Background: an optimization exercise with open tools, aiming at small area and a short achievable clock period. Do not read the settings as production practice.
Where RTL was checked, it was by simulation tests only, not by an equivalence proof against the original.
Power and IR drop assume default switching activity.

job 101:
// I2C_Master
module I2C_Master (clk, reset, address, byteenable, chipselect, writedata, readdata, write, read, i2c_sda_in, i2c_sda_out, i2c_scl, ref_clk_test, debug_port);
For scale: about 2,900 cells after synthesis, ~1,200 flip-flops, ~94 I/O pins.
Settings: LEC_CHECK=0, CAP_MARGIN=20, CORE_MARGIN=2, CORE_UTILIZATION=50, PLACE_DENSITY=0.65, SETUP_SLACK_MARGIN=1.5, SLEW_MARGIN=20; clock period 4.5 ns.
run.sh (not shown) runs the stock make flow with config.mk's settings and CLKGATE_MAP_FILE= SYNTH_SCRIPT=/design/flow/synth_recipe.tcl, a recipe that flattens the netlist after the stock synthesis.
[inputs] job 102 vs job 101
- SETUP_SLACK_MARGIN: 1.5 -> 2.5
- Fmax: job 102 higher than job 101
- Final cell area: job 102 above job 101
- From job 101 to job 102 the numbers moved as follows: power increased by 3.8% relative to the old numbers, clock power rose about 8%, met2 wire length increased by 12% relative to the old numbers, cell total after placement held steady.
- Via count in job 102 is 6.7% higher than in job 101
- Lower core utilization goes to job 101 over job 102.
- Re share of layout cells above drive strength 1: job 101 and job 102 aren't equal, and the lower value belongs to job 101.
## Diff of input files: job 103 against job 102
- SETUP_SLACK_MARGIN: 2.5 -> unset
Findings:
From job 102 to job 103 the numbers moved as follows: top fanout value on the critical path higher; largest stage delay on the critical path now larger; switching part of the total power shows no meaningful change; total vias in the final route went down by 2,018; clock power moved down. Taking job 102 as the reference, in job 103 portion of total power attributed to the clock network saw a decrease; die area essentially unchanged.
Function was not checked in any run of this note: the RTL went through the layout flow alone.

---

Another version of the RTL of I2C_Master (not shown whole).
Size: ~3400 cells after synthesis, about 48000 um^2 of cells after synthesis.
Settings: LEC_CHECK=0, CAP_MARGIN=20, CORE_MARGIN=2, CORE_UTILIZATION=70, PLACE_DENSITY=0.8, SETUP_SLACK_MARGIN=1.8, SLEW_MARGIN=20; clock period 4.5 ns.
The first run produced a clean layout.
Rerun with:
Settings changed: CORE_UTILIZATION 70 to 50, CTS_BUF_LIST set to sky130_fd_sc_hd__clkbuf_16, CTS_CLUSTER_DIAMETER set to 80, CTS_CLUSTER_SIZE set to 30, PLACE_DENSITY 0.8 to 0.65.
The new run passed the timing, design-rule and antenna checks.
Synthesized cell count does not change.
Routed wire length went down by 10%.
Worst hold slack loses 11 ps.
Total power went down by 16%.
Global-route usage went down by 18 points.

---

I2C_Master, a different RTL version from the one above (not shown whole).
Size in the first run: ~3500 cells after synthesis, ~94 I/O pins, ~0.049 mm2 of cells after synthesis.
==> flow/design.v (excerpt) <==
module I2C_Master (clk, reset, address, byteenable, chipselect, writedata, readdata, write, read, i2c_sda_in, i2c_sda_out, i2c_scl, ref_clk_test, debug_port);
	input		clk, reset;
	input		read, write, chipselect;
	input	[1:0]	address;
	input	[3:0]	byteenable;
	input	[31:0]	writedata;
	output reg [31:0] readdata;
	input		i2c_sda_in;
	output		i2c_sda_out;
	output		i2c_scl;
	output		ref_clk_test;
	output	[14:0]	debug_port;
	localparam ADDRESS	= 2'b00;
	localparam DATA		= 2'b01;
	localparam STATUS	= 2'b10;
	localparam CONTROL	= 2'b11;
	reg [31:0]	slave_address;
	reg [31:0]	control_reg;
	reg [7:0]	tx_fifo_data_in;
	wire		tx_fifo_wr_req_next;
	wire		tx_fifo_wr_req;
	wire		rx_fifo_wr_req;
	reg		clr_tx_fifo_overflow;
	reg		clr_rx_fifo_overflow;
	reg		chipselect_del;
	wire [7:0]	tx_fifo_data_out;
	wire		tx_fifo_rd_req;
	wire		tx_fifo_full, tx_fifo_empty, tx_fifo_overflow;
	wire [5:0]	tx_fifo_wr_index, tx_fifo_rd_index;
	wire [7:0]	rx_fifo_data_in;
	wire		rx_fifo_wr_req_next;
	wire		rx_fifo_rd_req;
	wire [7:0]	rx_fifo_data_out;
	wire		rx_fifo_full, rx_fifo_empty, rx_fifo_overflow;
	wire [5:0]	rx_fifo_wr_index, rx_fifo_rd_index;
	wire		BUSY, ACK_ERROR;
	wire [31:0]	status = {rx_fifo_rd_index, rx_fifo_wr_index, tx_fifo_rd_index, tx_fifo_wr_index,
				  BUSY, ACK_ERROR, tx_fifo_empty, tx_fifo_full, tx_fifo_overflow,
				  rx_fifo_empty, rx_fifo_full, rx_fifo_overflow};
	wire rc = read & chipselect;
	wire sel_address = rc & (address == ADDRESS);
	wire sel_data    = rc & (address == DATA);
	wire sel_status  = rc & (address == STATUS);
	wire sel_control = rc & (address == CONTROL);
	always @(*)
		readdata = ({32{sel_address}} & slave_address)
			 | ({32{sel_data}}    & {24'b0, rx_fifo_data_out})
			 | ({32{sel_status}}  & status)
			 | ({32{sel_control}} & control_reg);
	wire bus_write = write & chipselect;
	always @(posedge clk)
	begin
		if (reset)
		begin
			slave_address	<= 32'h0;
			control_reg	<= 32'h0;
		end
		else if (bus_write)
		begin
			if (address == ADDRESS)
				slave_address	<= writedata;
			if (address == CONTROL)
				control_reg	<= writedata;
		end
	end
	always @(posedge clk)
		if (bus_write && address == DATA)
			tx_fifo_data_in <= writedata[7:0];
  ...
==> flow/config.mk <==
export PLATFORM = sky130hd
export DESIGN_NAME = I2C_Master
export DESIGN_NICKNAME = I2C_Master
export VERILOG_FILES = /design/flow/design.v
export SDC_FILE = /design/flow/constraint.sdc
export NUM_CORES = 4
export LEC_CHECK = 0
export CAP_MARGIN = 20
export CORE_MARGIN = 2
export CORE_UTILIZATION = 50
export PLACE_DENSITY = 0.65
export SETUP_SLACK_MARGIN = 1.5
export SLEW_MARGIN = 20
==> flow/constraint.sdc <==
create_clock -name core_clock -period 4.5 [get_ports {clk}]
set_input_delay 0.9000 -clock core_clock [delete_from_list [all_inputs] [get_ports {clk}]]
set_output_delay 0.9000 -clock core_clock [all_outputs]
set_load 0.01 [all_outputs]
The baseline completed without violations.
==> next run, changes <==
- CTS_BUF_LIST: not set -> sky130_fd_sc_hd__clkbuf_8
- CTS_CLUSTER_SIZE: not set -> 30
- SETUP_SLACK_MARGIN: 1.5 -> 1.8
- routed wire length goes up by 1.9%
- worst setup slack gets better by 0.041 ns
- sequential share of layout area decreases by 1.7 points
- synthesized area is unchanged
- core utilization is higher by 1.8 points
- sequential power is about the same
- via count is higher by 4.2%
- hold slack gets worse by 0.031 ns
- register-to-register slack improved by 0.04 ns
No functional check of the RTL was part of any run of this note.

separate check: timing with driven ports:
The results above use ideal ports. As a check the final layouts listed here were re-extracted and re-timed, cells and wires unchanged. Step 1 (the two cells are an assumption about what drives the block):
set clk [get_ports {clk}]
set_driving_cell -lib_cell sky130_fd_sc_hd__clkbuf_16 $clk
set_driving_cell -lib_cell sky130_fd_sc_hd__buf_2 [delete_from_list [all_inputs] $clk]
Step 2 moves the port delays by t, midway between the first and last clock arrival at a register: inputs arrive t later, outputs are due t later. That takes back most of the time a late clock gives input paths. Slacks: ideal / step 1 / step 2; pairs: ideal / step 1.
run	t, ns	setup WS [ns]	hold WS [ns]
job 101	0.774	1.456 / 1.448 / 1.260	0.441 / 0.441 / 0.441
job 102	0.758	1.529 / 1.478 / 1.478	0.430 / 0.430 / 0.430
job 103	0.750	0.663 / 0.638 / 0.638	0.434 / 0.434 / 0.434
the first run of note 2	0.782	1.364 / 1.364 / 0.872	0.448 / 0.448 / 0.448
the second run of note 2	0.769	1.580 / 1.496 / 1.250	0.437 / 0.437 / 0.437
the first run of note 3	0.791	1.411 / 1.380 / 1.380	0.438 / 0.438 / 0.438
the second run of note 3	0.939	1.453 / 1.413 / 1.313	0.407 / 0.411 / 0.427
After both steps every run listed still meets setup and hold. The setup slack of the first run of note 2, which loses most, moves by 0.000 ns with the drivers and by -0.492 ns with both steps.
